From an optimization exercise on the open Yosys and OpenROAD flow, aimed at small area and a short achievable clock period; shortcuts taken in it are not production practice.
The RTL was checked by simulation tests, not by an equivalence proof against the original design.
The clock port is modelled as an ideal driver, which makes a skipped or thinned clock tree look cheaper than it is; a real chip needs a root buffer or a tree.
Power figures rest on the tool's default switching activity, not on a simulated workload.

Setup of wip/nickel:
Design Top, start of the top module:
module Top(reset,start,pause,waitt,clk_50ns,speedup,AN,Seg);
export LEC_CHECK = 0
export CAP_MARGIN = 20
export CORE_MARGIN = 2
export CORE_UTILIZATION = 40
export SLEW_MARGIN = 20
create_clock -name core_clock -period 120.0 [get_ports {clk_50ns}]
standard.sh (not shown) runs the stock make flow with config.mk's settings and CLKGATE_MAP_FILE= SYNTH_SCRIPT=/design/flow/synth_recipe.tcl, a recipe that flattens the netlist after the stock synthesis.
==> flow/flow/run.sh <==
#!/bin/bash
# Layout flow: the standard synthesis, then its combinational logic
# re-mapped by ABC with an area-oriented script (flip-flops kept as they
# are, same cells and names), then the standard ORFS flow, with plain
# buffers on the ports and a small two-level clock tree built by cts.tcl
# in place of ORFS's clock tree synthesis.  Each tool's output goes to a
# log file of its own in this folder.
set -euo pipefail
R=orfs/results/${FLOW_PLATFORM}/Top/base
LIB=${FLOW_HOME}/platforms/${FLOW_PLATFORM}/lib/sky130_fd_sc_hd__tt_025C_1v80.lib

bash standard.sh synth > 1_standard_synth.log 2>&1

cp ${R}/1_2_yosys.v ${R}/1_2_yosys_standard.v
FFS=$(grep -oE "sky130_fd_sc_hd__(df|edf|sdf|dl)[a-z0-9_]+" ${R}/1_2_yosys_standard.v | sort -u | tr '\n' ' ')
sed -e "s#@LIB@#${LIB}#g" -e "s#@FFS@#${FFS}#g" -e "s#@IN@#${R}/1_2_yosys_standard.v#g" \
    -e "s#@OUT@#${R}/1_2_yosys.v#g" flow/remap.ys > remap.ys
yosys -s remap.ys > 2_remap_yosys.log 2>&1
rm -f ${R}/1_synth.odb ${R}/1_synth.sdc
touch ${R}/1_2_yosys.v ${R}/1_2_yosys.sdc

bash standard.sh "BUFFER_PORTS_ARGS=-buffer_cell sky130_fd_sc_hd__buf_2" "CORE_UTILIZATION=60" "PLACE_DENSITY=0.7" place > 3_standard_place.log 2>&1

RESULTS=${R} CLK_PORT=clk_50ns NLEAF=5 LEAF_CAP=15 ROOT_BUF=sky130_fd_sc_hd__clkbuf_8 LEAF_BUF=sky130_fd_sc_hd__clkbuf_8 \
  openroad -no_init -exit flow/cts.tcl > 4_cts_openroad.log 2>&1

bash standard.sh "BUFFER_PORTS_ARGS=-buffer_cell sky130_fd_sc_hd__buf_2" "CORE_UTILIZATION=60" "PLACE_DENSITY=0.7" finish > 5_standard_finish.log 2>&1
==> flow/flow/cts.tcl <==
# Clock tree: one root buffer feeding a few leaf buffers, each leaf driving
# the flip-flops of one cluster (k-means on the flip-flop positions, at most
# LEAF_CAP flip-flops per leaf).  All flip-flops are two buffers from the port.
set P $::env(FLOW_HOME)/platforms/$::env(FLOW_PLATFORM)
set R $::env(RESULTS)
read_lef $P/lef/sky130_fd_sc_hd.tlef
read_lef $P/lef/sky130_fd_sc_hd_merged.lef
read_liberty $P/lib/sky130_fd_sc_hd__tt_025C_1v80.lib
read_db $R/3_place.odb
read_sdc $R/3_place.sdc
source $P/setRC.tcl

set db [ord::get_db]
set blk [ord::get_db_block]
set clknet [$blk findNet $::env(CLK_PORT)]
set nleaf $::env(NLEAF)
set rootm [$db findMaster $::env(ROOT_BUF)]
set leafm [$db findMaster $::env(LEAF_BUF)]

set sinks {}
foreach it [$clknet getITerms] {
  set inst [$it getInst]
  set loc [$inst getLocation]
  lappend sinks [list [lindex $loc 0] [lindex $loc 1] $it]
}
set n [llength $sinks]
puts "clock sinks: $n"

# k-means with deterministic seeds spread along x
set sorted [lsort -integer -index 0 $sinks]
set cent {}
for {set k 0} {$k < $nleaf} {incr k} {
  set e [lindex $sorted [expr {int(($k + 0.5) * $n / $nleaf)}]]
  lappend cent [list [lindex $e 0] [lindex $e 1]]
}
# capacitated k-means: each leaf drives at most CAP flip-flops
set cap $::env(LEAF_CAP)
for {set iter 0} {$iter < 30} {incr iter} {
  set pairs {}
  set i 0
  foreach s $sinks {
    for {set k 0} {$k < $nleaf} {incr k} {
      set c [lindex $cent $k]
      lappend pairs [list [expr {abs([lindex $s 0] - [lindex $c 0]) + abs([lindex $s 1] - [lindex $c 1])}] $i $k]
    }
    incr i
  }
  set pairs [lsort -integer -index 0 $pairs]
  set assign [lrepeat $n -1]
  set used [lrepeat $nleaf 0]
  foreach p $pairs {
    lassign $p d i k
    if {[lindex $assign $i] >= 0 || [lindex $used $k] >= $cap} { continue }
    lset assign $i $k
    lset used $k [expr {[lindex $used $k] + 1}]
  }
  set new {}
  for {set k 0} {$k < $nleaf} {incr k} {
    set sx 0; set sy 0; set m 0
    foreach s $sinks a $assign {
      if {$a == $k} { incr sx [lindex $s 0]; incr sy [lindex $s 1]; incr m }
    }
    if {$m > 0} { lappend new [list [expr {$sx / $m}] [expr {$sy / $m}]] } else { lappend new [lindex $cent $k] }
  }
  set cent $new
}

set rnet [odb::dbNet_create $blk clknet_root]
$rnet setSigType CLOCK
set root [odb::dbInst_create $blk $rootm clkbuf_root]
set rx 0; set ry 0
foreach c $cent { incr rx [lindex $c 0]; incr ry [lindex $c 1] }
$root setLocation [expr {$rx / $nleaf}] [expr {$ry / $nleaf}]
$root setPlacementStatus PLACED
[$root findITerm A] connect $clknet
[$root findITerm X] connect $rnet
for {set k 0} {$k < $nleaf} {incr k} {
  set lnet [odb::dbNet_create $blk clknet_leaf_$k]
  $lnet setSigType CLOCK
  set leaf [odb::dbInst_create $blk $leafm clkbuf_leaf_$k]
  set c [lindex $cent $k]
  $leaf setLocation [lindex $c 0] [lindex $c 1]
  $leaf setPlacementStatus PLACED
  [$leaf findITerm A] connect $rnet
  [$leaf findITerm X] connect $lnet
  set m 0
  foreach s $sinks a $assign {
    if {$a == $k} { set it [lindex $s 2]; $it disconnect; $it connect $lnet; incr m }
  }
  puts "leaf $k: $m sinks at $c"
}
$clknet setSigType CLOCK

set_placement_padding -global -left 0 -right 0
detailed_placement
set_propagated_clock [all_clocks]
estimate_parasitics -placement
report_clock_skew
set worst 0
foreach pin [get_pins -hierarchical */CLK] {
  set s [get_property $pin slew_max]
  if {$s > $worst} { set worst $s }
}
puts "worst clock pin slew (placement estimate): $worst"
repair_timing -hold -verbose
detailed_placement
check_placement -verbose
report_worst_slack -max
report_worst_slack -min
write_db $R/4_1_cts.odb
exec cp $R/4_1_cts.odb $R/4_cts.odb
write_sdc -no_timestamp $R/4_cts.sdc
==> flow/flow/remap.ys <==
# Re-map the combinational logic of the standard synthesis netlist.  The
# flip-flop cells are black boxes, so every register keeps its cell and name.
read_liberty -ignore_miss_func @LIB@
blackbox @FFS@
read_verilog @IN@
hierarchy -check -top Top
flatten
opt_clean -purge
abc -script +strash;&get,-n;&deepsyn,-T,60;&dch,-f;&nf,-R,1000;&put -liberty @LIB@ -dont_use *probe* -dont_use *lpflow* -D 120000
opt_clean -purge
splitnets
opt_clean -purge
hilomap -singleton -hicell sky130_fd_sc_hd__conb_1 HI -locell sky130_fd_sc_hd__conb_1 LO
insbuf -buf sky130_fd_sc_hd__buf_4 A X
check
stat -liberty @LIB@
write_verilog -noattr -nohex -nodec @OUT@
wip/nickel finished every step from synthesis to the final layout, and the layout passed the timing, design-rule and antenna checks.
Input-level comparison between wip/violet and wip/nickel:
diff --git a/flow/flow/run.sh b/flow/flow/run.sh
--- a/flow/flow/run.sh
+++ b/flow/flow/run.sh
@@ -21,3 +21,3 @@
 
-bash standard.sh "BUFFER_PORTS_ARGS=-buffer_cell sky130_fd_sc_hd__buf_2" "CORE_UTILIZATION=60" "PLACE_DENSITY=0.7" place > 3_standard_place.log 2>&1
+bash standard.sh "BUFFER_PORTS_ARGS=-buffer_cell sky130_fd_sc_hd__buf_2" place > 3_standard_place.log 2>&1
 
@@ -26,2 +26,2 @@
 
-bash standard.sh "BUFFER_PORTS_ARGS=-buffer_cell sky130_fd_sc_hd__buf_2" "CORE_UTILIZATION=60" "PLACE_DENSITY=0.7" finish > 5_standard_finish.log 2>&1
+bash standard.sh "BUFFER_PORTS_ARGS=-buffer_cell sky130_fd_sc_hd__buf_2" finish > 5_standard_finish.log 2>&1
diff --git a/flow/flow/remap.ys b/flow/flow/remap.ys
--- a/flow/flow/remap.ys
+++ b/flow/flow/remap.ys
@@ -8,3 +8,3 @@
 opt_clean -purge
-abc -script +strash;&get,-n;&deepsyn,-T,60;&dch,-f;&nf,-R,1000;&put -liberty @LIB@ -dont_use *probe* -dont_use *lpflow* -D 120000
+abc -script +strash;&get,-n;&deepsyn,-T,600;&dch,-f;&nf,-R,1000;&put -liberty @LIB@ -dont_use *probe* -dont_use *lpflow* -D 120000
 opt_clean -purge
Findings:
wip/nickel has higher detailed-route via count than wip/violet. After detailed routing, wip/nickel needs less wire than wip/violet. Relative to wip/nickel, the average cell area after synthesis of wip/violet is higher by about 0.8%. Critical path depth: wip/violet > wip/nickel. Power dissipated in the clock network across wip/nickel and wip/violet: no real change. Diff wip/nickel -> wip/violet | largest fanout on the critical path | decrease of 1. Multi-input combinational cell count essentially unchanged between wip/violet and wip/nickel.
[inputs] wip/indigo vs wip/violet
diff --git a/flow/flow/run.sh b/flow/flow/run.sh
--- a/flow/flow/run.sh
+++ b/flow/flow/run.sh
@@ -23,3 +23,3 @@
 
-RESULTS=${R} CLK_PORT=clk_50ns NLEAF=5 LEAF_CAP=15 ROOT_BUF=sky130_fd_sc_hd__clkbuf_8 LEAF_BUF=sky130_fd_sc_hd__clkbuf_8 \
+RESULTS=${R} CLK_PORT=clk_50ns NLEAF=5 ROOT_BUF=sky130_fd_sc_hd__clkbuf_8 LEAF_BUF=sky130_fd_sc_hd__clkbuf_8 \
   openroad -no_init -exit flow/cts.tcl > 4_cts_openroad.log 2>&1
diff --git a/flow/flow/cts.tcl b/flow/flow/cts.tcl
--- a/flow/flow/cts.tcl
+++ b/flow/flow/cts.tcl
@@ -1,4 +1,4 @@
-# Clock tree: one root buffer feeding a few leaf buffers, each leaf driving
-# the flip-flops of one cluster (k-means on the flip-flop positions, at most
-# LEAF_CAP flip-flops per leaf).  All flip-flops are two buffers from the port.
+# Clock tree: one root buffer at the clock port's side of the core feeding a
+# few leaf buffers, each leaf driving the flip-flops of one cluster (k-means
+# on the flip-flop positions).  All flip-flops are two buffers from the port.
 set P $::env(FLOW_HOME)/platforms/$::env(FLOW_PLATFORM)
@@ -35,22 +35,12 @@
 }
-# capacitated k-means: each leaf drives at most CAP flip-flops
-set cap $::env(LEAF_CAP)
-for {set iter 0} {$iter < 30} {incr iter} {
-  set pairs {}
-  set i 0
+for {set iter 0} {$iter < 50} {incr iter} {
+  set assign {}
   foreach s $sinks {
+    set best 0; set bd 1e30
     for {set k 0} {$k < $nleaf} {incr k} {
       set c [lindex $cent $k]
-      lappend pairs [list [expr {abs([lindex $s 0] - [lindex $c 0]) + abs([lindex $s 1] - [lindex $c 1])}] $i $k]
+      set d [expr {abs([lindex $s 0] - [lindex $c 0]) + abs([lindex $s 1] - [lindex $c 1])}]
+      if {$d < $bd} { set bd $d; set best $k }
     }
-    incr i
-  }
-  set pairs [lsort -integer -index 0 $pairs]
-  set assign [lrepeat $n -1]
-  set used [lrepeat $nleaf 0]
-  foreach p $pairs {
-    lassign $p d i k
-    if {[lindex $assign $i] >= 0 || [lindex $used $k] >= $cap} { continue }
-    lset assign $i $k
-    lset used $k [expr {[lindex $used $k] + 1}]
+    lappend assign $best
   }
diff --git a/flow/flow/remap.ys b/flow/flow/remap.ys
--- a/flow/flow/remap.ys
+++ b/flow/flow/remap.ys
@@ -8,3 +8,3 @@
 opt_clean -purge
-abc -script +strash;&get,-n;&deepsyn,-T,600;&dch,-f;&nf,-R,1000;&put -liberty @LIB@ -dont_use *probe* -dont_use *lpflow* -D 120000
+abc -script +strash;&get,-n;&deepsyn,-T,60;&dch,-f;&nf,-R,1000;&put -liberty @LIB@ -dont_use *probe* -dont_use *lpflow* -D 120000
 opt_clean -purge
- When the final numbers for wip/indigo and wip/violet were put side by side, the overall power of the completed layout turned out to be smaller in wip/violet.
- Per the comparison of wip/indigo with wip/violet, worst ir drop on vdd up 0.020 mV, data arrival time of the critical path fell 0.18 ns, power in combinational cells rose about 1500%.
- wip/indigo vs wip/violet, most common cell after layout, fill and taps aside: sky130_fd_sc_hd__nor2_1 vs sky130_fd_sc_hd__nand2_1
- When the final numbers for wip/indigo and wip/violet were put side by side, the minimum clock period after layout turned out to be smaller in wip/indigo.
- Routed wire length: lower on wip/indigo
- Status: hold-critical path depth parity (wip/indigo, wip/violet)
In every run of this note, the design's own scripts or RTL, not TritonCTS, make the clock network.

========
Starting RTL as in the previous note.
// Top
module Top(reset,start,pause,waitt,clk_50ns,speedup,AN,Seg);
  input reset;
  input start;
  input pause;
  input waitt;
  input clk_50ns;
  input [1:0]speedup;
  output [3:0]AN;
  output [7:0]Seg;
  wire tick_1s;
  wire [3:0]phase;
  wire addition;
  wire drive;
  wire [2:0]Bit_Sel;
  wire [18:0]fare;
  wire [18:0]distance;
  Fdiv u1(reset,clk_50ns,phase,tick_1s);
  Dis  u2(reset,start,pause,waitt,clk_50ns,tick_1s,speedup,distance,drive);
  Traffic u3(reset,pause,waitt,clk_50ns,tick_1s,addition);
  Fare u4(reset,drive,pause,waitt,clk_50ns,tick_1s,phase,addition,distance,fare);
  Delay u5(reset,clk_50ns,Bit_Sel);
  SLed  u8(distance[15:0],fare[15:0],Bit_Sel,AN,Seg);
endmodule
Settings: LEC_CHECK=0, CAP_MARGIN=20, CORE_MARGIN=2, CORE_UTILIZATION=40, SLEW_MARGIN=20; clock period 120.0 ns.
==> flow/flow/run.sh <==
#!/bin/bash
# Layout flow: the standard synthesis, then its combinational logic
# re-mapped by ABC with an area-oriented script (flip-flops kept as they
# are, same cells and names), then the standard ORFS flow, with plain
# buffers on the ports and a small two-level clock tree built by cts.tcl
# in place of ORFS's clock tree synthesis.  Each tool's output goes to a
# log file of its own in this folder.
set -euo pipefail
R=orfs/results/${FLOW_PLATFORM}/Top/base
LIB=${FLOW_HOME}/platforms/${FLOW_PLATFORM}/lib/sky130_fd_sc_hd__tt_025C_1v80.lib

bash standard.sh synth > 1_standard_synth.log 2>&1

cp ${R}/1_2_yosys.v ${R}/1_2_yosys_standard.v
FFS=$(grep -oE "sky130_fd_sc_hd__(df|edf|sdf|dl)[a-z0-9_]+" ${R}/1_2_yosys_standard.v | sort -u | tr '\n' ' ')
sed -e "s#@LIB@#${LIB}#g" -e "s#@FFS@#${FFS}#g" -e "s#@IN@#${R}/1_2_yosys_standard.v#g" \
    -e "s#@OUT@#${R}/1_2_yosys.v#g" flow/remap.ys > remap.ys
yosys -s remap.ys > 2_remap_yosys.log 2>&1
rm -f ${R}/1_synth.odb ${R}/1_synth.sdc
touch ${R}/1_2_yosys.v ${R}/1_2_yosys.sdc

bash standard.sh "BUFFER_PORTS_ARGS=-buffer_cell sky130_fd_sc_hd__buf_2" place > 3_standard_place.log 2>&1

RESULTS=${R} CLK_PORT=clk_50ns NLEAF=5 LEAF_CAP=15 ROOT_BUF=sky130_fd_sc_hd__clkbuf_8 LEAF_BUF=sky130_fd_sc_hd__clkbuf_8 \
  openroad -no_init -exit flow/cts.tcl > 4_cts_openroad.log 2>&1

bash standard.sh "BUFFER_PORTS_ARGS=-buffer_cell sky130_fd_sc_hd__buf_2" finish > 5_standard_finish.log 2>&1
==> flow/flow/remap.ys <==
# Re-map the combinational logic of the standard synthesis netlist.  The
# flip-flop cells are black boxes, so every register keeps its cell and name.
read_liberty -ignore_miss_func @LIB@
blackbox @FFS@
read_verilog @IN@
hierarchy -check -top Top
flatten
opt_clean -purge
abc -script +strash;&get,-n;&deepsyn,-T,180;&dch,-f;&nf,-R,1000;&put -liberty @LIB@ -dont_use *probe* -dont_use *lpflow* -D 120000
opt_clean -purge
splitnets
opt_clean -purge
hilomap -singleton -hicell sky130_fd_sc_hd__conb_1 HI -locell sky130_fd_sc_hd__conb_1 LO
insbuf -buf sky130_fd_sc_hd__buf_4 A X
check
stat -liberty @LIB@
write_verilog -noattr -nohex -nodec @OUT@
Other scripts of this flow, unchanged in this note and not shown: flow/flow/cts.tcl
==> next run, changes <==
--- a/flow/flow/run.sh
+++ b/flow/flow/run.sh
@@ -22 +22 @@
-bash standard.sh "BUFFER_PORTS_ARGS=-buffer_cell sky130_fd_sc_hd__buf_2" place > 3_standard_place.log 2>&1
+bash standard.sh "BUFFER_PORTS_ARGS=-buffer_cell sky130_fd_sc_hd__buf_2" "CORE_UTILIZATION=75" "PLACE_DENSITY=0.85" place > 3_standard_place.log 2>&1
@@ -27 +27 @@
-bash standard.sh "BUFFER_PORTS_ARGS=-buffer_cell sky130_fd_sc_hd__buf_2" finish > 5_standard_finish.log 2>&1
+bash standard.sh "BUFFER_PORTS_ARGS=-buffer_cell sky130_fd_sc_hd__buf_2" "CORE_UTILIZATION=75" "PLACE_DENSITY=0.85" finish > 5_standard_finish.log 2>&1
--- a/flow/flow/remap.ys
+++ b/flow/flow/remap.ys
@@ -9 +9 @@
-abc -script +strash;&get,-n;&deepsyn,-T,180;&dch,-f;&nf,-R,1000;&put -liberty @LIB@ -dont_use *probe* -dont_use *lpflow* -D 120000
+abc -script +strash;&get,-n;&deepsyn,-T,60;&dch,-f;&nf,-R,1000;&put -liberty @LIB@ -dont_use *probe* -dont_use *lpflow* -D 120000
Outcome:
- total power rises to 2.6 times its value
- clock skew grows by 0.018 ns
- flip-flop and latch count is unchanged
- first-iteration DRC count rose by well over a third
- register-to-register slack gains 0.09 ns
- worst setup slack is better by 0.069 ns
- die area falls by well over a third
- sequential power rose by well over a third
- global-route usage grows by 16 points
==> next run, changes <==
--- a/flow/flow/run.sh
+++ b/flow/flow/run.sh
@@ -22 +22 @@
-bash standard.sh "BUFFER_PORTS_ARGS=-buffer_cell sky130_fd_sc_hd__buf_2" "CORE_UTILIZATION=75" "PLACE_DENSITY=0.85" place > 3_standard_place.log 2>&1
+bash standard.sh "BUFFER_PORTS_ARGS=-buffer_cell sky130_fd_sc_hd__buf_2" place > 3_standard_place.log 2>&1
@@ -27 +27 @@
-bash standard.sh "BUFFER_PORTS_ARGS=-buffer_cell sky130_fd_sc_hd__buf_2" "CORE_UTILIZATION=75" "PLACE_DENSITY=0.85" finish > 5_standard_finish.log 2>&1
+bash standard.sh "BUFFER_PORTS_ARGS=-buffer_cell sky130_fd_sc_hd__buf_2" finish > 5_standard_finish.log 2>&1
Result: The changed run finished clean; worst setup slack improves by 0.13 ns; die area came out higher by 82%; synthesized cell count does not change; routed wire length falls by 0.64%; power falls by 1.7%; clock skew hardly moves; worst hold slack improves by 0.025 ns; cell count grows by 11%; maximum frequency rises by 0.48%; register-to-register slack is worse by 0.05 ns; clock power hardly moves.
In every run of this note, the design's own scripts or RTL, not TritonCTS, make the clock network.

port drivers added, routing unchanged:
Ports are ideal in the flow. The routed layouts listed here were re-timed in OpenROAD. Step 1: set_driving_cell puts a clkbuf_16 on clk_50ns and a buf_2 on each other input, an assumption about the parent block. Step 2 times the ports against the registers' clock, not the clock port: input delays grow and output delays shrink by t, the midpoint of the rising clock arrivals with the driver on. Slacks: ideal / step 1 / step 2; pairs: ideal / step 1.
run	t, ns	slack for setup (ns)	clock arrival spread, ns
wip/nickel	0.363	93.244 / 93.216 / 93.199	0.016 / 0.016
wip/violet	0.378	93.071 / 93.038 / 93.166	0.011 / 0.012
wip/indigo	0.380	93.251 / 93.220 / 93.222	0.043 / 0.042
the first run of note 2	0.378	93.071 / 93.038 / 93.166	0.011 / 0.012
the second run of note 2	0.368	93.140 / 93.110 / 93.135	0.030 / 0.030
the third run of note 2	0.376	93.268 / 93.236 / 93.223	0.028 / 0.027
After both steps setup and hold are still met in every run listed.
